This design comes from an exercise in tuning for small area on the open sky130 flow, not from production work.
Function was checked by simulation only, so behaviour that the tests miss may differ from the original.

==> flow/design.v, too long to show whole: its modules and the start of the top module <==
// module Systolic_CONV_MAC_top: 142 lines
// module fa: 4 lines
// module ha: 4 lines
// module seln: 3 lines
// module selp: 3 lines
// module dotp: 1166 lines
module Systolic_CONV_MAC_top
(
    input clk,
    input rst_n,
    input relu,
    input [2:0] out_data_width,
    input dat_vld,
    input [127:0] dat,
    input CHinKyKx_max_now,
    input Wout_loop_start,
    input Wout_loop_end,
    input CHinKyKxWout_loop_end,
    input wt_vld,
    input [127:0] wt,
    input [2:0] wt_cnt,
    input [5:0] conv_out_shift,
    output reg conv_out_dat_vld,
    output reg [63:0] conv_out_dat
);
  // ...
==> flow/run.sh <==
#!/bin/bash
# synth_recipe.tcl (not shown) runs the flow's synth.tcl, then flattens the netlist and writes it again
# the make line also repeats each setting of config.mk as NAME=value (left out here)
make -C /OpenROAD-flow-scripts/flow DESIGN_CONFIG=/design/flow/config.mk WORK_HOME=/design/flow/orfs CLKGATE_MAP_FILE= SYNTH_SCRIPT=/design/flow/synth_recipe.tcl finish
==> flow/config.mk <==
export PLATFORM = sky130hd
export DESIGN_NAME = Systolic_CONV_MAC_top
export DESIGN_NICKNAME = Systolic_CONV_MAC_top
export VERILOG_FILES = /design/flow/design.v
export SDC_FILE = /design/flow/constraint.sdc
export NUM_CORES = 8
export LEC_CHECK = 0
export CAP_MARGIN = 20
export CORE_MARGIN = 2
export CORE_UTILIZATION = 40
export CTS_CLUSTER_DIAMETER = 120
export CTS_CLUSTER_SIZE = 20
export PLACE_DENSITY = 0.55
export SLEW_MARGIN = 20
export SYNTH_HIERARCHICAL = 1
==> flow/constraint.sdc <==
create_clock -name core_clock -period 8.5 [get_ports {clk}]
set_input_delay 1.7000 -clock core_clock [delete_from_list [all_inputs] [get_ports {clk}]]
set_output_delay 1.7000 -clock core_clock [all_outputs]
set_load 0.01 [all_outputs]
==> key figures, run 1 <==
Final layout
  – Layout cells sized above 1: 0.1347
  – Top cell category: multi-input gates
  – Most frequent cells in the layout: 5392 x a222oi_1, 4540 x fa_1, 4096 x edfxtp_1
  – CLK BUF: 427
  – Syn-to-layout area delta: 14.31%
  – Max reg flops: 2048
  – Biggest register: g_acc.acc

Yosys
  – Netlist cell types: 123
  – Synth Area in Adders: 0.3014
  – Post-synth EDFFs: 4096
  – Main combinational cell family by area after synthesis: adder cells
  – Synth Area in XOR/XNOR: 0.01533

Floorplan
  – Rows: 338
  – Die Y: 925.4 um
  – Number of I/O pins: 342

Drt
  – Post-DRT Antenna Nets: 1
  – Drt total wl: 1790000 um

Clocking
  – CTS Root Cell: clkbuf_16
  – TritonCTS clock tree: done

Global routing
  – Met3 Use GR: 0.1413

Setup path
  – CP Max Fanout: 9
  – Cells on worst reg2reg path: 16
  – FF-to-FF setup slack: 0.11 ns
  – Buf/Inv on CP: 0
  – Worst Path Required: 9.47 ns
  – Crit path cell chain: ha_1, fa_1, xor2_1, a222oi_1, fa_1, fa_1, fa_1, fa_1, fa_1, fa_1, fa_1, fa_1, fa_1, fa_1, fa_1, fa_1
  – Peak per-stage delay on the critical path: 0.80 ns
  – Crit start category: register

Outcome
  – Status: complete, but fails checks
  – Layout check faults: antenna rules

Run
  – Max-cap viol count: 0

STA
  – Worst slew pin tran: 1.349 ns
==> inputs of run 2 (changes only) <==
--- a/flow/design.v
+++ b/flow/design.v
@@ -1128,195 +1128,195 @@
 wire t753, t754; fa ut753 (t749, t742, t744, t753, t754);
 wire t755, t756; fa ut755 (t751, t753, t746, t755, t756);
 wire t757, t758; fa ut757 (y766, y775, y757, t757, t758);
 wire t759, t760; fa ut759 (t750, y748, t757, t759, t760);
 wire t761, t762; fa ut761 (t752, t759, t754, t761, t762);
 wire t763, t764; fa ut763 (y767, y776, y758, t763, t764);
 wire t765, t766; fa ut765 (t758, t763, t760, t765, t766);
 wire t767, t768; fa ut767 (y777, y768, t764, t767, t768);
-wire t769, t770; fa ut769 (y000, y100, y200, t769, t770);
-wire t771, t772; fa ut771 (y300, y400, y500, t771, t772);
-wire t773, t774; fa ut773 (y600, y700, t769, t773, t774);
-wire t775, t776; fa ut775 (y010, y110, y210, t775, t776);
-wire t777, t778; fa ut777 (y310, y410, y510, t777, t778);
-wire t779, t780; fa ut779 (y610, y710, y001, t779, t780);
-wire t781, t782; fa ut781 (y101, y201, y301, t781, t782);
-wire t783, t784; fa ut783 (y401, y501, y601, t783, t784);
-wire t785, t786; fa ut785 (y701, t770, t772, t785, t786);
-wire t787, t788; fa ut787 (t775, t777, t779, t787, t788);
-wire t789, t790; fa ut789 (t781, t783, t774, t789, t790);
-wire t791, t792; ha ut791 (t785, t787, t791, t792);
-wire t793, t794; fa ut793 (t776, t778, t780, t793, t794);
-wire t795, t796; fa ut795 (t782, t784, t1, t795, t796);
-wire t797, t798; fa ut797 (t97, t193, t289, t797, t798);
-wire t799, t800; fa ut799 (t385, t481, t577, t799, t800);
-wire t801, t802; fa ut801 (t673, t786, t788, t801, t802);
-wire t803, t804; fa ut803 (t793, t795, t797, t803, t804);
-wire t805, t806; fa ut805 (t799, t790, t792, t805, t806);
-wire t807, t808; ha ut807 (t801, t803, t807, t808);
-wire t809, t810; fa ut809 (1'b1, t794, t796, t809, t810);
-wire t811, t812; fa ut811 (t798, t800, t5, t811, t812);
-wire t813, t814; fa ut813 (t101, t197, t293, t813, t814);
-wire t815, t816; fa ut815 (t389, t485, t581, t815, t816);
-wire t817, t818; fa ut817 (t677, t802, t809, t817, t818);
-wire t819, t820; fa ut819 (t804, t811, t813, t819, t820);
-wire t821, t822; fa ut821 (t815, t806, t808, t821, t822);
-wire t823, t824; ha ut823 (t817, t819, t823, t824);
-wire t825, t826; fa ut825 (1'b1, t810, t812, t825, t826);
-wire t827, t828; fa ut827 (t814, t816, t11, t827, t828);
-wire t829, t830; fa ut829 (t107, t203, t299, t829, t830);
-wire t831, t832; fa ut831 (t395, t491, t587, t831, t832);
-wire t833, t834; fa ut833 (t683, t818, t825, t833, t834);
-wire t835, t836; fa ut835 (t820, t827, t829, t835, t836);
-wire t837, t838; fa ut837 (t831, t822, t833, t837, t838);
-wire t839, t840; ha ut839 (t824, t835, t839, t840);
-wire t841, t842; fa ut841 (1'b1, t826, t19, t841, t842);
-wire t843, t844; fa ut843 (t115, t211, t307, t843, t844);
-wire t845, t846; fa ut845 (t403, t499, t595, t845, t846);
-wire t847, t848; fa ut847 (t691, t828, t830, t847, t848);
-wire t849, t850; fa ut849 (t832, t834, t841, t849, t850);
-wire t851, t852; fa ut851 (t843, t845, t836, t851, t852);
-wire t853, t854; fa ut853 (t847, t838, t849, t853, t854);
-wire t855, t856; ha ut855 (t840, t851, t855, t856);
-wire t857, t858; fa ut857 (1'b1, t29, t125, t857, t858);
-wire t859, t860; fa ut859 (t221, t317, t413, t859, t860);
-wire t861, t862; fa ut861 (t509, t605, t701, t861, t862);
-wire t863, t864; fa ut863 (t842, t844, t846, t863, t864);
-wire t865, t866; fa ut865 (t848, t850, t857, t865, t866);
-wire t867, t868; fa ut867 (t859, t861, t852, t867, t868);
-wire t869, t870; fa ut869 (t863, t854, t856, t869, t870);
-wire t871, t872; ha ut871 (t865, t867, t871, t872);
-wire t873, t874; fa ut873 (1'b1, t41, t137, t873, t874);
-wire t875, t876; fa ut875 (t233, t329, t425, t875, t876);
-wire t877, t878; fa ut877 (t521, t617, t713, t877, t878);
-wire t879, t880; fa ut879 (t858, t860, t862, t879, t880);
-wire t881, t882; fa ut881 (t864, t873, t875, t881, t882);
-wire t883, t884; fa ut883 (t877, t866, t879, t883, t884);
-wire t885, t886; fa ut885 (t868, t872, t870, t885, t886);
-wire t887, t888; ha ut887 (t881, t883, t887, t888);
-wire t889, t890; fa ut889 (1'b1, t53, t149, t889, t890);
-wire t891, t892; fa ut891 (t245, t341, t437, t891, t892);
-wire t893, t894; fa ut893 (t533, t629, t725, t893, t894);
-wire t895, t896; fa ut895 (t42, t138, t234, t895, t896);
-wire t897, t898; fa ut897 (t330, t426, t522, t897, t898);
-wire t899, t900; fa ut899 (t618, t714, t889, t899, t900);
-wire t901, t902; fa ut901 (t891, t893, t874, t901, t902);
-wire t903, t904; fa ut903 (t876, t878, t895, t903, t904);
-wire t905, t906; fa ut905 (t897, t880, t899, t905, t906);
-wire t907, t908; fa ut907 (t901, t882, t903, t907, t908);
-wire t909, t910; fa ut909 (t884, t905, t888, t909, t910);
-wire t911, t912; ha ut911 (t886, t907, t911, t912);
-wire t913, t914; fa ut913 (1'b1, t65, t161, t913, t914);
-wire t915, t916; fa ut915 (t257, t353, t449, t915, t916);
-wire t917, t918; fa ut917 (t545, t641, t737, t917, t918);
-wire t919, t920; fa ut919 (t890, t892, t894, t919, t920);
-wire t921, t922; fa ut921 (t896, t898, t900, t921, t922);
-wire t923, t924; fa ut923 (t913, t915, t917, t923, t924);
-wire t925, t926; fa ut925 (t919, t902, t904, t925, t926);
-wire t927, t928; fa ut927 (t906, t921, t923, t927, t928);
-wire t929, t930; fa ut929 (t925, t908, t927, t929, t930);
-wire t931, t932; ha ut931 (t910, t912, t931, t932);
-wire t933, t934; fa ut933 (t66, t75, t162, t933, t934);
-wire t935, t936; fa ut935 (t171, t258, t267, t935, t936);
-wire t937, t938; fa ut937 (t354, t363, t450, t937, t938);
-wire t939, t940; fa ut939 (t459, t546, t555, t939, t940);
-wire t941, t942; fa ut941 (t642, t651, t738, t941, t942);
-wire t943, t944; fa ut943 (t747, t914, t916, t943, t944);
-wire t945, t946; fa ut945 (t918, t933, t935, t945, t946);
-wire t947, t948; fa ut947 (t937, t939, t941, t947, t948);
-wire t949, t950; fa ut949 (t920, t922, t924, t949, t950);
-wire t951, t952; fa ut951 (t943, t945, t947, t951, t952);
-wire t953, t954; fa ut953 (t926, t949, t928, t953, t954);
-wire t955, t956; fa ut955 (t951, t932, t930, t955, t956);
-wire t957, t958; fa ut957 (1'b1, t76, t83, t957, t958);
-wire t959, t960; fa ut959 (t172, t179, t268, t959, t960);
-wire t961, t962; fa ut961 (t275, t364, t371, t961, t962);
-wire t963, t964; fa ut963 (t460, t467, t556, t963, t964);
-wire t965, t966; fa ut965 (t563, t652, t659, t965, t966);
-wire t967, t968; fa ut967 (t748, t755, t934, t967, t968);
-wire t969, t970; fa ut969 (t936, t938, t940, t969, t970);
-wire t971, t972; fa ut971 (t942, t957, t959, t971, t972);
-wire t973, t974; fa ut973 (t961, t963, t965, t973, t974);
-wire t975, t976; fa ut975 (t967, t944, t946, t975, t976);
-wire t977, t978; fa ut977 (t948, t969, t971, t977, t978);
-wire t979, t980; fa ut979 (t973, t950, t952, t979, t980);
-wire t981, t982; fa ut981 (t975, t977, t954, t981, t982);
-wire t983, t984; ha ut983 (t979, t956, t983, t984);
-wire t985, t986; fa ut985 (t89, t185, t281, t985, t986);
-wire t987, t988; fa ut987 (t377, t473, t569, t987, t988);
-wire t989, t990; fa ut989 (t665, t761, t84, t989, t990);
-wire t991, t992; fa ut991 (t180, t276, t372, t991, t992);
-wire t993, t994; fa ut993 (t468, t564, t660, t993, t994);
-wire t995, t996; fa ut995 (t756, t985, t987, t995, t996);
-wire t997, t998; fa ut997 (t989, t958, t960, t997, t998);
-wire t999, t1000; fa ut999 (t962, t964, t966, t999, t1000);
-wire t1001, t1002; fa ut1001 (t991, t993, t968, t1001, t1002);
-wire t1003, t1004; fa ut1003 (t995, t970, t972, t1003, t1004);
-wire t1005, t1006; fa ut1005 (t974, t997, t999, t1005, t1006);
-wire t1007, t1008; fa ut1007 (t1001, t976, t978, t1007, t1008);
-wire t1009, t1010; fa ut1009 (t1003, t1005, t980, t1009, t1010);
-wire t1011, t1012; fa ut1011 (t1007, t982, t1009, t1011, t1012);
-wire t1013, t1014; fa ut1013 (t93, t189, t285, t1013, t1014);
-wire t1015, t1016; fa ut1015 (t381, t477, t573, t1015, t1016);
-wire t1017, t1018; fa ut1017 (t669, t765, t90, t1017, t1018);
-wire t1019, t1020; fa ut1019 (t186, t282, t378, t1019, t1020);
-wire t1021, t1022; fa ut1021 (t474, t570, t666, t1021, t1022);
-wire t1023, t1024; fa ut1023 (t762, t1013, t1015, t1023, t1024);
-wire t1025, t1026; fa ut1025 (t1017, t986, t988, t1025, t1026);
-wire t1027, t1028; fa ut1027 (t990, t1019, t1021, t1027, t1028);
-wire t1029, t1030; fa ut1029 (t992, t994, t1023, t1029, t1030);
-wire t1031, t1032; fa ut1031 (t996, t1025, t1027, t1031, t1032);
-wire t1033, t1034; fa ut1033 (t998, t1000, t1029, t1033, t1034);
-wire t1035, t1036; fa ut1035 (t1002, t1031, t1004, t1035, t1036);
-wire t1037, t1038; fa ut1037 (t1006, t1033, t1035, t1037, t1038);
-wire t1039, t1040; fa ut1039 (t1008, t1037, t1010, t1039, t1040);
-wire t1041, t1042; fa ut1041 (t95, t191, t287, t1041, t1042);
-wire t1043, t1044; fa ut1043 (t383, t479, t575, t1043, t1044);
-wire t1045, t1046; fa ut1045 (t671, t767, t94, t1045, t1046);
-wire t1047, t1048; fa ut1047 (t190, t286, t382, t1047, t1048);
-wire t1049, t1050; fa ut1049 (t478, t574, t670, t1049, t1050);
-wire t1051, t1052; fa ut1051 (t766, t1041, t1043, t1051, t1052);
-wire t1053, t1054; fa ut1053 (t1045, t1014, t1016, t1053, t1054);
-wire t1055, t1056; fa ut1055 (t1047, t1049, t1018, t1055, t1056);
-wire t1057, t1058; fa ut1057 (t1020, t1022, t1051, t1057, t1058);
-wire t1059, t1060; fa ut1059 (t1024, t1053, t1055, t1059, t1060);
-wire t1061, t1062; fa ut1061 (t1026, t1028, t1057, t1061, t1062);
-wire t1063, t1064; fa ut1063 (t1030, t1059, t1032, t1063, t1064);
-wire t1065, t1066; fa ut1065 (t1061, t1034, t1063, t1065, t1066);
-wire t1067, t1068; fa ut1067 (t1036, t1065, t1038, t1067, t1068);
-wire t1069, t1070; fa ut1069 (y078, y178, y278, t1069, t1070);
-wire t1071, t1072; fa ut1071 (y378, y478, y578, t1071, t1072);
-wire t1073, t1074; fa ut1073 (y678, y778, t1069, t1073, t1074);
-wire t1075, t1076; fa ut1075 (t1071, t96, t192, t1075, t1076);
-wire t1077, t1078; fa ut1077 (t288, t384, t480, t1077, t1078);
-wire t1079, t1080; fa ut1079 (t576, t672, t768, t1079, t1080);
-wire t1081, t1082; fa ut1081 (t1073, t1042, t1044, t1081, t1082);
-wire t1083, t1084; fa ut1083 (t1046, t1075, t1077, t1083, t1084);
-wire t1085, t1086; fa ut1085 (t1079, t1048, t1050, t1085, t1086);
-wire t1087, t1088; fa ut1087 (t1052, t1081, t1083, t1087, t1088);
-wire t1089, t1090; fa ut1089 (t1054, t1056, t1085, t1089, t1090);
-wire t1091, t1092; fa ut1091 (t1058, t1087, t1060, t1091, t1092);
-wire t1093, t1094; fa ut1093 (t1089, t1062, t1091, t1093, t1094);
-wire t1095, t1096; fa ut1095 (t1064, t1093, t1066, t1095, t1096);
-wire t1097, t1098; fa ut1097 (t1070, t1072, t1074, t1097, t1098);
-wire t1099, t1100; fa ut1099 (t1076, t1078, t1080, t1099, t1100);
-wire t1101, t1102; fa ut1101 (t1097, t1082, t1084, t1101, t1102);
-wire t1103, t1104; fa ut1103 (t1099, t1086, t1088, t1103, t1104);
-wire t1105, t1106; fa ut1105 (t1101, t1090, t1103, t1105, t1106);
-wire t1107, t1108; fa ut1107 (t1092, t1105, t1094, t1107, t1108);
-wire t1109, t1110; fa ut1109 (t1098, t1100, t1102, t1109, t1110);
-wire t1111, t1112; fa ut1111 (t1109, t1104, t1106, t1111, t1112);
-wire t1113, t1114; ha ut1113 (t771, t773, t1113, t1114);
-wire t1115, t1116; fa ut1115 (t789, t791, t1114, t1115, t1116);
-wire t1117, t1118; fa ut1117 (t805, t807, t1116, t1117, t1118);
-wire t1119, t1120; fa ut1119 (t821, t823, t1118, t1119, t1120);
-wire t1121, t1122; fa ut1121 (t837, t839, t1120, t1121, t1122);
-wire t1123, t1124; fa ut1123 (t853, t855, t1122, t1123, t1124);
-wire t1125, t1126; fa ut1125 (t871, t869, t1124, t1125, t1126);
-wire t1127, t1128; fa ut1127 (t887, t885, t1126, t1127, t1128);
-wire t1129, t1130; fa ut1129 (t911, t909, t1128, t1129, t1130);
-wire t1131, t1132; fa ut1131 (t931, t929, t1130, t1131, t1132);
+wire t769, t770; fa ut769 (y010, y110, y001, t769, t770);
+wire t771, t772; fa ut771 (t770, t1, t97, t771, t772);
+wire t773, t774; fa ut773 (t772, t5, t101, t773, t774);
+wire t775, t776; fa ut775 (t774, t11, t107, t775, t776);
+wire t777, t778; fa ut777 (t19, t115, t776, t777, t778);
+wire t779, t780; fa ut779 (t29, t125, t778, t779, t780);
+wire t781, t782; fa ut781 (t41, t137, t780, t781, t782);
+wire t783, t784; fa ut783 (t53, t149, t42, t783, t784);
+wire t785, t786; fa ut785 (t138, t783, t782, t785, t786);
+wire t787, t788; fa ut787 (t65, t161, t784, t787, t788);
+wire t789, t790; fa ut789 (t66, t75, t162, t789, t790);
+wire t791, t792; fa ut791 (t171, t788, t789, t791, t792);
+wire t793, t794; fa ut793 (t76, t83, t172, t793, t794);
+wire t795, t796; fa ut795 (t179, t790, t793, t795, t796);
+wire t797, t798; fa ut797 (t89, t185, t84, t797, t798);
+wire t799, t800; fa ut799 (t180, t797, t794, t799, t800);
+wire t801, t802; fa ut801 (t93, t189, t90, t801, t802);
+wire t803, t804; fa ut803 (t186, t801, t798, t803, t804);
+wire t805, t806; fa ut805 (t95, t191, t94, t805, t806);
+wire t807, t808; fa ut807 (t190, t805, t802, t807, t808);
+wire t809, t810; fa ut809 (y078, y178, t96, t809, t810);
+wire t811, t812; fa ut811 (t192, t809, t806, t811, t812);
+wire t813, t814; fa ut813 (y210, y310, y201, t813, t814);
+wire t815, t816; fa ut815 (t814, t193, t289, t815, t816);
+wire t817, t818; fa ut817 (t816, t197, t293, t817, t818);
+wire t819, t820; fa ut819 (t818, t203, t299, t819, t820);
+wire t821, t822; fa ut821 (t211, t307, t820, t821, t822);
+wire t823, t824; fa ut823 (t221, t317, t822, t823, t824);
+wire t825, t826; fa ut825 (t233, t329, t824, t825, t826);
+wire t827, t828; fa ut827 (t245, t341, t234, t827, t828);
+wire t829, t830; fa ut829 (t330, t827, t826, t829, t830);
+wire t831, t832; fa ut831 (t257, t353, t828, t831, t832);
+wire t833, t834; fa ut833 (t258, t267, t354, t833, t834);
+wire t835, t836; fa ut835 (t363, t832, t833, t835, t836);
+wire t837, t838; fa ut837 (t268, t275, t364, t837, t838);
+wire t839, t840; fa ut839 (t371, t834, t837, t839, t840);
+wire t841, t842; fa ut841 (t281, t377, t276, t841, t842);
+wire t843, t844; fa ut843 (t372, t841, t838, t843, t844);
+wire t845, t846; fa ut845 (t285, t381, t282, t845, t846);
+wire t847, t848; fa ut847 (t378, t845, t842, t847, t848);
+wire t849, t850; fa ut849 (t287, t383, t286, t849, t850);
+wire t851, t852; fa ut851 (t382, t849, t846, t851, t852);
+wire t853, t854; fa ut853 (y278, y378, t288, t853, t854);
+wire t855, t856; fa ut855 (t384, t853, t850, t855, t856);
+wire t857, t858; fa ut857 (y410, y510, y401, t857, t858);
+wire t859, t860; fa ut859 (t858, t385, t481, t859, t860);
+wire t861, t862; fa ut861 (t860, t389, t485, t861, t862);
+wire t863, t864; fa ut863 (t862, t395, t491, t863, t864);
+wire t865, t866; fa ut865 (t403, t499, t864, t865, t866);
+wire t867, t868; fa ut867 (t413, t509, t866, t867, t868);
+wire t869, t870; fa ut869 (t425, t521, t868, t869, t870);
+wire t871, t872; fa ut871 (t437, t533, t426, t871, t872);
+wire t873, t874; fa ut873 (t522, t871, t870, t873, t874);
+wire t875, t876; fa ut875 (t449, t545, t872, t875, t876);
+wire t877, t878; fa ut877 (t450, t459, t546, t877, t878);
+wire t879, t880; fa ut879 (t555, t876, t877, t879, t880);
+wire t881, t882; fa ut881 (t460, t467, t556, t881, t882);
+wire t883, t884; fa ut883 (t563, t878, t881, t883, t884);
+wire t885, t886; fa ut885 (t473, t569, t468, t885, t886);
+wire t887, t888; fa ut887 (t564, t885, t882, t887, t888);
+wire t889, t890; fa ut889 (t477, t573, t474, t889, t890);
+wire t891, t892; fa ut891 (t570, t889, t886, t891, t892);
+wire t893, t894; fa ut893 (t479, t575, t478, t893, t894);
+wire t895, t896; fa ut895 (t574, t893, t890, t895, t896);
+wire t897, t898; fa ut897 (y478, y578, t480, t897, t898);
+wire t899, t900; fa ut899 (t576, t897, t894, t899, t900);
+wire t901, t902; fa ut901 (y610, y710, y601, t901, t902);
+wire t903, t904; fa ut903 (t902, t577, t673, t903, t904);
+wire t905, t906; fa ut905 (t904, t581, t677, t905, t906);
+wire t907, t908; fa ut907 (t906, t587, t683, t907, t908);
+wire t909, t910; fa ut909 (t595, t691, t908, t909, t910);
+wire t911, t912; fa ut911 (t605, t701, t910, t911, t912);
+wire t913, t914; fa ut913 (t617, t713, t912, t913, t914);
+wire t915, t916; fa ut915 (t629, t725, t618, t915, t916);
+wire t917, t918; fa ut917 (t714, t915, t914, t917, t918);
+wire t919, t920; fa ut919 (t641, t737, t916, t919, t920);
+wire t921, t922; fa ut921 (t642, t651, t738, t921, t922);
+wire t923, t924; fa ut923 (t747, t920, t921, t923, t924);
+wire t925, t926; fa ut925 (t652, t659, t748, t925, t926);
+wire t927, t928; fa ut927 (t755, t922, t925, t927, t928);
+wire t929, t930; fa ut929 (t665, t761, t660, t929, t930);
+wire t931, t932; fa ut931 (t756, t929, t926, t931, t932);
+wire t933, t934; fa ut933 (t669, t765, t666, t933, t934);
+wire t935, t936; fa ut935 (t762, t933, t930, t935, t936);
+wire t937, t938; fa ut937 (t671, t767, t670, t937, t938);
+wire t939, t940; fa ut939 (t766, t937, t934, t939, t940);
+wire t941, t942; fa ut941 (y678, y778, t672, t941, t942);
+wire t943, t944; fa ut943 (t768, t941, t938, t943, t944);
+wire t945, t946; fa ut945 (y000, y100, y200, t945, t946);
+wire t947, t948; fa ut947 (y101, y301, t946, t947, t948);
+wire t949, t950; fa ut949 (t769, t813, t947, t949, t950);
+wire t951, t952; fa ut951 (t948, t950, t771, t951, t952);
+wire t953, t954; fa ut953 (t952, t773, t817, t953, t954);
+wire t955, t956; fa ut955 (t954, t775, t819, t955, t956);
+wire t957, t958; fa ut957 (t777, t821, t956, t957, t958);
+wire t959, t960; fa ut959 (t779, t823, t958, t959, t960);
+wire t961, t962; fa ut961 (t781, t825, t960, t961, t962);
+wire t963, t964; fa ut963 (t785, t829, t962, t963, t964);
+wire t965, t966; fa ut965 (t787, t831, t786, t965, t966);
+wire t967, t968; fa ut967 (t830, t965, t964, t967, t968);
+wire t969, t970; fa ut969 (t791, t835, t966, t969, t970);
+wire t971, t972; fa ut971 (t792, t795, t836, t971, t972);
+wire t973, t974; fa ut973 (t839, t970, t971, t973, t974);
+wire t975, t976; fa ut975 (t799, t843, t796, t975, t976);
+wire t977, t978; fa ut977 (t840, t975, t972, t977, t978);
+wire t979, t980; fa ut979 (t803, t847, t800, t979, t980);
+wire t981, t982; fa ut981 (t844, t979, t976, t981, t982);
+wire t983, t984; fa ut983 (t807, t851, t804, t983, t984);
+wire t985, t986; fa ut985 (t848, t983, t980, t985, t986);
+wire t987, t988; fa ut987 (t811, t855, t808, t987, t988);
+wire t989, t990; fa ut989 (t852, t987, t984, t989, t990);
+wire t991, t992; fa ut991 (t810, t854, t812, t991, t992);
+wire t993, t994; fa ut993 (t856, t991, t988, t993, t994);
+wire t995, t996; fa ut995 (y400, y500, y600, t995, t996);
+wire t997, t998; fa ut997 (y501, y701, t996, t997, t998);
+wire t999, t1000; fa ut999 (t857, t901, t997, t999, t1000);
+wire t1001, t1002; fa ut1001 (t998, t1000, t859, t1001, t1002);
+wire t1003, t1004; fa ut1003 (t1002, t861, t905, t1003, t1004);
+wire t1005, t1006; fa ut1005 (t1004, t863, t907, t1005, t1006);
+wire t1007, t1008; fa ut1007 (t865, t909, t1006, t1007, t1008);
+wire t1009, t1010; fa ut1009 (t867, t911, t1008, t1009, t1010);
+wire t1011, t1012; fa ut1011 (t869, t913, t1010, t1011, t1012);
+wire t1013, t1014; fa ut1013 (t873, t917, t1012, t1013, t1014);
+wire t1015, t1016; fa ut1015 (t875, t919, t874, t1015, t1016);
+wire t1017, t1018; fa ut1017 (t918, t1015, t1014, t1017, t1018);
+wire t1019, t1020; fa ut1019 (t879, t923, t1016, t1019, t1020);
+wire t1021, t1022; fa ut1021 (t880, t883, t924, t1021, t1022);
+wire t1023, t1024; fa ut1023 (t927, t1020, t1021, t1023, t1024);
+wire t1025, t1026; fa ut1025 (t887, t931, t884, t1025, t1026);
+wire t1027, t1028; fa ut1027 (t928, t1025, t1022, t1027, t1028);
+wire t1029, t1030; fa ut1029 (t891, t935, t888, t1029, t1030);
+wire t1031, t1032; fa ut1031 (t932, t1029, t1026, t1031, t1032);
+wire t1033, t1034; fa ut1033 (t895, t939, t892, t1033, t1034);
+wire t1035, t1036; fa ut1035 (t936, t1033, t1030, t1035, t1036);
+wire t1037, t1038; fa ut1037 (t899, t943, t896, t1037, t1038);
+wire t1039, t1040; fa ut1039 (t940, t1037, t1034, t1039, t1040);
+wire t1041, t1042; fa ut1041 (t898, t942, t900, t1041, t1042);
+wire t1043, t1044; fa ut1043 (t944, t1041, t1038, t1043, t1044);
+wire t1045, t1046; fa ut1045 (y300, y700, t945, t1045, t1046);
+wire t1047, t1048; ha ut1047 (t1046, t949, t1047, t1048);
+wire t1049, t1050; fa ut1049 (t815, t903, t1048, t1049, t1050);
+wire t1051, t1052; ha ut1051 (t951, t1001, t1051, t1052);
+wire t1053, t1054; fa ut1053 (1'b1, t1050, t1052, t1053, t1054);
+wire t1055, t1056; ha ut1055 (t953, t1003, t1055, t1056);
+wire t1057, t1058; fa ut1057 (1'b1, t1054, t1056, t1057, t1058);
+wire t1059, t1060; ha ut1059 (t955, t1005, t1059, t1060);
+wire t1061, t1062; fa ut1061 (1'b1, t1058, t1060, t1061, t1062);
+wire t1063, t1064; ha ut1063 (t957, t1007, t1063, t1064);
+wire t1065, t1066; fa ut1065 (1'b1, t1062, t1064, t1065, t1066);
+wire t1067, t1068; ha ut1067 (t959, t1009, t1067, t1068);
+wire t1069, t1070; fa ut1069 (1'b1, t1068, t1066, t1069, t1070);
+wire t1071, t1072; ha ut1071 (t961, t1011, t1071, t1072);
+wire t1073, t1074; fa ut1073 (1'b1, t1072, t1070, t1073, t1074);
+wire t1075, t1076; ha ut1075 (t963, t1013, t1075, t1076);
+wire t1077, t1078; fa ut1077 (1'b1, t1076, t1074, t1077, t1078);
+wire t1079, t1080; ha ut1079 (t967, t1017, t1079, t1080);
+wire t1081, t1082; fa ut1081 (t968, t969, t1018, t1081, t1082);
+wire t1083, t1084; fa ut1083 (t1019, t1080, t1078, t1083, t1084);
+wire t1085, t1086; fa ut1085 (1'b1, t973, t1023, t1085, t1086);
+wire t1087, t1088; ha ut1087 (t1082, t1084, t1087, t1088);
+wire t1089, t1090; fa ut1089 (t977, t1027, t974, t1089, t1090);
+wire t1091, t1092; fa ut1091 (t1024, t1089, t1086, t1091, t1092);
+wire t1093, t1094; fa ut1093 (t981, t1031, t978, t1093, t1094);
+wire t1095, t1096; fa ut1095 (t1028, t1093, t1090, t1095, t1096);
+wire t1097, t1098; fa ut1097 (t985, t1035, t982, t1097, t1098);
+wire t1099, t1100; fa ut1099 (t1032, t1097, t1094, t1099, t1100);
+wire t1101, t1102; fa ut1101 (t989, t1039, t986, t1101, t1102);
+wire t1103, t1104; fa ut1103 (t1036, t1101, t1098, t1103, t1104);
+wire t1105, t1106; fa ut1105 (t993, t1043, t990, t1105, t1106);
+wire t1107, t1108; fa ut1107 (t1040, t1105, t1102, t1107, t1108);
+wire t1109, t1110; fa ut1109 (t992, t1042, t994, t1109, t1110);
+wire t1111, t1112; fa ut1111 (t1044, t1109, t1106, t1111, t1112);
+wire t1113, t1114; ha ut1113 (t995, t1045, t1113, t1114);
+wire t1115, t1116; fa ut1115 (t999, t1047, t1114, t1115, t1116);
+wire t1117, t1118; fa ut1117 (t1049, t1051, t1116, t1117, t1118);
+wire t1119, t1120; fa ut1119 (t1053, t1055, t1118, t1119, t1120);
+wire t1121, t1122; fa ut1121 (t1057, t1059, t1120, t1121, t1122);
+wire t1123, t1124; fa ut1123 (t1063, t1061, t1122, t1123, t1124);
+wire t1125, t1126; fa ut1125 (t1067, t1065, t1124, t1125, t1126);
+wire t1127, t1128; fa ut1127 (t1071, t1069, t1126, t1127, t1128);
+wire t1129, t1130; fa ut1129 (t1075, t1073, t1128, t1129, t1130);
+wire t1131, t1132; fa ut1131 (t1079, t1077, t1130, t1131, t1132);
 assign lo = {t1131,t1129,t1127,t1125,t1123,t1121,t1119,t1117,t1115,t1113};
 assign ci = t1132;
-assign r0 = {t1110,t1111,t1107,t1095,t1067,t1012,t984,t981,t953};
-assign r1 = {t1112,t1108,t1096,t1068,t1040,t1039,t1011,t983,t955};
+assign r0 = {t1110,t1111,t1107,t1103,t1099,t1095,t1088,t1085,t1081};
+assign r1 = {t1112,t1108,t1104,t1100,t1096,t1092,t1091,t1087,t1083};
 endmodule
==> flow/config.mk (replaced) <==
export PLATFORM = sky130hd
export DESIGN_NAME = Systolic_CONV_MAC_top
export DESIGN_NICKNAME = Systolic_CONV_MAC_top
export VERILOG_FILES = /design/flow/design.v
export SDC_FILE = /design/flow/constraint.sdc
export NUM_CORES = 8
export LEC_CHECK = 0
export CAP_MARGIN = 20
export CELL_PAD_IN_SITES_DETAIL_PLACEMENT = 1
export CELL_PAD_IN_SITES_GLOBAL_PLACEMENT = 1
export CORE_MARGIN = 2
export CORE_UTILIZATION = 40
export CTS_CLUSTER_DIAMETER = 80
export CTS_CLUSTER_SIZE = 24
export PLACE_DENSITY = 0.45
export SLEW_MARGIN = 20
export SYNTH_HIERARCHICAL = 1
==> run 2 against run 1 <==
  * Now clean on timing, DRC and antenna
  * Critical path depth increased by 1
  * Global-route usage fell by 3.3 points
  * Fmax decreased by 0.38%
  * Register-to-register slack got worse by 0.03 ns
  * Count of clock-buffer cells in the layout is 58 lower
  * Sequential share of layout area down 0.17 points
  * Area after synthesis is the same
  * Clock skew grew 0.039 ns
  * Die area did not move
  * Cell count shrank 0.56%
  * Critical path type unchanged
==> key figures, run 2 <==
Outcome
  – Status: no timing/DRC/antenna violations

Global routing
  – First-pass GRT wire length: 2260000 um
  – Largest net degree at the start of global routing: 128
  – Total grt overflow: 0
  – All-layer global routing usage: 0.3716
  – Initial antenna violation count: 188
  – Vias in the first global route: 279568

STA
  – Peak Freq: 0.1188 GHz
  – Unrepaired setup endpoints after global routing: false
  – Final Max Tran Viols: 0
  – Final Skew: 0.1208 ns
  – Post-layout min period: 8.419 ns
  – Worst slew pin tran: 1.297 ns (-0.05135 ns)
  – Final Hold Fails: 0
  – Max-slew headroom: 0.1294
  – Part of the cycle the worst path needs: 0.9905
  – Final setup fails: 0

Yosys
  – Synth top cells by count: 5392 x a222oi_1, 4545 x fa_1, 4096 x edfxtp_1, 1310 x inv_1, 1100 x nor2b_1
  – Top_reg_cell synth: edfxtp_1
  – Synth warn: 33
  – Syn Std Cell Area: 339600 sq um
  – Post-synthesis register bit count: 4535
  – Cell taking the most area after synthesis: edfxtp_1
  – Synth top area share: 0.3622
  – Syn avg cell area: 14.22 sq um
  – FFs w/ async S/R, synth: 0.003308
  – Sequential area share after synthesis: 0.3883
  – Top-count cell post-synth: a222oi_1
  – Post-synth EDFFs: 4096 (unchanged)
  – Synth Instances: 23887
  – Netlist cell types: 123 (unchanged)
  – Top post-synthesis cells by area: edfxtp_1 36%, fa_1 27%, a222oi_1 16%, ha_1 3.3%, dfxtp_1 2.5%

Setup path
  – Cells on worst reg2reg path: 17 (+1)
  – Crit start category: register
  – Slowest-stage cell, CP: fa_1
  – CP Max Fanout: 21 (+12)
  – Critical Path Stages: 17
  – Peak per-stage delay on the critical path: 1.00 ns (+0.20 ns)
  – R2R Path Start: dat_r[96]$_DFF_P_
  – Worst path top cell family by delay: adder cells
  – Capturing point of the worst reg2reg path: lo_q[4][9]$_DFF_P_
  – Worst Path Required: 9.46 ns (about the same)
  – Crit-path most repeated cell: fa_1
  – Buf/Inv on CP: 2 (+2)
  – CP Launch Point: dat_r[96]$_DFF_P_
  – CP arrival: 9.38 ns
  – Worst setup path end: lo_q[4][9]$_DFF_P_
  – CP Class: register to register
  – Crit path cell chain: buf_4, nor2b_1, a222oi_1, buf_4, fa_1, fa_1, fa_1, fa_1, fa_1, fa_1, fa_1, fa_1, fa_1, ha_1, fa_1, fa_1, fa_1
  – CP Capture Type: register
  – FF-to-FF setup slack: 0.08 ns (-0.03 ns)

Placed design
  – Post-Place Cell Area: 377500 sq um
  – GP Congestion: 1.076
  – DP Wirelength: 1265000 um
  – PortBufs: 339

Clocking
  – TritonCTS clock tree: done
  – Clk pin slew, worst setup/hold paths: 0.09 ns
  – Sink Count: 4535
  – Longest Clk Path Bufs: 4
  – Total CTS buffers: 324
  – Htree depth: 5
  – Worst skew pair latency: 1.15 ns
  – Hold-fix buffers, CTS: 0
  – CTS Root Cell: clkbuf_16

Final layout
  – Final core occ: 0.4607
  – Layout cells sized above 1: 0.1350 (+0.0003062)
  – Nets@finish: 32644
  – Most frequent cells in the layout: 5392 x a222oi_1, 4536 x fa_1, 4096 x edfxtp_1
  – Biggest register: g_acc.acc
  – Max reg flops: 2048 (unchanged)
  – Commonest non-fill, non-tap cell in the layout: a222oi_1
  – Final instance area: 390100 sq um
  – Syn-to-layout area delta: 14.86%
  – Largest regs: g_acc.acc x2048, wa x1024, wl x1024

Floorplan
  – Starting Density: 0.4011
  – DIE AREA: 856400 sq um
  – Number of I/O pins: 342 (unchanged)
  – Placeable Area: 846700 sq um
  – Die Y: 925.4 um (unchanged)
  – Die width: 925.4 um
  – Rows: 338 (unchanged)

Run
  – Max-cap viol count: 0 (unchanged)

Drt
  – Drt total wl: 1642000 um (-8.2%)
  – Avg WL per Cell: 42.61 um
  – Post-DRT Antenna Nets: 0 (-1)
  – DRT Pass-1 Iters: 21
  – Via/cell ratio: 7.120
  – Detailed Route Iter0 Violations: 60373
  – DRC: 0
  – Routed via count: 274430

Min path
  – Hold WC Path Type: register to register
[run 2: cell counts after synthesis]
No cell type changed its count.
[run 2: cell families after synthesis]
| group | count (synthesis) | synth area share |
|---|---|---|
| other | 9 | 0.00009946 |
| XOR/XNOR | 590 | 0.01533 |
| AO/OA/AOI/OAI | 7960 | 0.2102 |
| flip-flops | 4535 | 0.3883 |
| buffers and inverters | 1719 | 0.02166 |
| adder cells (fa/ha/maj) | 5454 | 0.3014 |
| AND/OR/NAND/NOR | 3440 | 0.05653 |
| multiplexers | 180 | 0.006499 |
[run 2: how the worst min path moves through the flow]
stage / from / endpoint / slack [ns] / cells past startpoint
floorplan: e1$_DFF_PN0_ / e2$_DFF_PN0_ / 0.33 / 0
global placement: v1$_DFF_PN0_ / v2$_DFF_PN0_ / 0.33 / 0
detailed placement: f1$_DFF_PN0_ / f2$_DFF_PN0_ / 0.34 / 0
CTS: wl[1][54]$_DFFE_PP_ / wa[1][54]$_DFFE_PP_ / 0.34 / 0
global route: wl[6][104]$_DFFE_PP_ / wa[6][104]$_DFFE_PP_ / 0.36 / 0
finish: f1$_DFF_PN0_ / f2$_DFF_PN0_ / 0.35 / 0
[run 2: final cells by class]
cell class | count | area (sq um)
clock buffers | 369 | 8522
clock inverters | 211 | 3487
inverters | 1314 | 4936
multi-input cells | 17697 | 201400
flip-flops and latches | 4535 | 131900
well taps | 11220 | 14040
diodes | 158 | 395.4
repair buffers | 3042 | 25380
fillers | 84872 | 456600
[run 2: per-stage QoR]
| step | TNS [ns] | hold slack (ns) | setup slack, ns | instances |
|---|---|---|---|---|
| after global placement | -11.85 | 0.3337 | -0.5685 | 37793 |
| after floorplan | -9253.01 | 0.3312 | -6.545 | 23950 |
| after CTS | 0 | 0.3386 | 0.04737 | 38376 |
| final | 0 | 0.3544 | 0.08054 | 38546 |
| after detailed placement | -15.04 | 0.3410 | -0.6180 | 37796 |
| after global routing | 0 | 0.3578 | 0.004786 | 38417 |
[run 2: worst register-to-register path: cells and delay by family (launching register included)]
family / cells / cell delay [ns]
compound gates: 1 / 0.33
buf+inv: 2 / 0.65
flops: 1 / 0.32
fa+ha+maj: 13 / 6.21
simple gates: 1 / 0.77
[run 2: per-module statistics from Yosys (local to each module, per instance)]
| module | times used | area, sq um |
|---|---|---|
| fa | 4440 | 20.02 |
| dotp | 8 | 3918 |
| ha | 88 | 12.51 |
| selp | 960 | 13.76 |
| Systolic_CONV_MAC_top | 1 | 160900 |
| seln | 4416 | 10.01 |
[run 2: layer usage]
metal	GRT usage	part of all wire	vias to the layer above
met3	0.09763	0.11	2919
met5	0	0.00021	-
li1	-	-	108749
met1	0.4762	0.37	145608
met4	0.2540	0.085	48
met2	0.5533	0.43	17106
[run 2: what timing repair did]
item | CTS | global route
buffers inserted | 0 | 9
gates resized for setup | 0 | 19
endpoints found under the setup margin | 0 | 24

[static timing again, ports no longer ideal]
The flow's constraints put no driver on any port. The routed layouts listed below were extracted and timed again, unchanged, in two steps. Step 1 (the two cells are an assumption about what drives the block):
set clk [get_ports {clk}]
set_driving_cell -lib_cell sky130_fd_sc_hd__clkbuf_16 $clk
set_driving_cell -lib_cell sky130_fd_sc_hd__buf_2 [delete_from_list [all_inputs] $clk]
Step 2 moves the port delays by t, midway between the first and last clock arrival at a register: inputs arrive t later, outputs are due t later. That takes back most of the time a late clock gives input paths. Three values: ideal ports, drivers, drivers and shift; two values: the first two.
run	shift t [ns]	slack for setup (ns)	worst setup path after step 2	worst register clock-pin slew, ns
run 1	1.259	0.113 / 0.113 / -0.591	input to register	0.10 / 0.10
run 2	1.245	0.081 / 0.081 / -0.601	input to register	0.10 / 0.10
The setup slack of run 1, which loses most, moves by 0.000 ns with the drivers and by -0.704 ns with both steps.
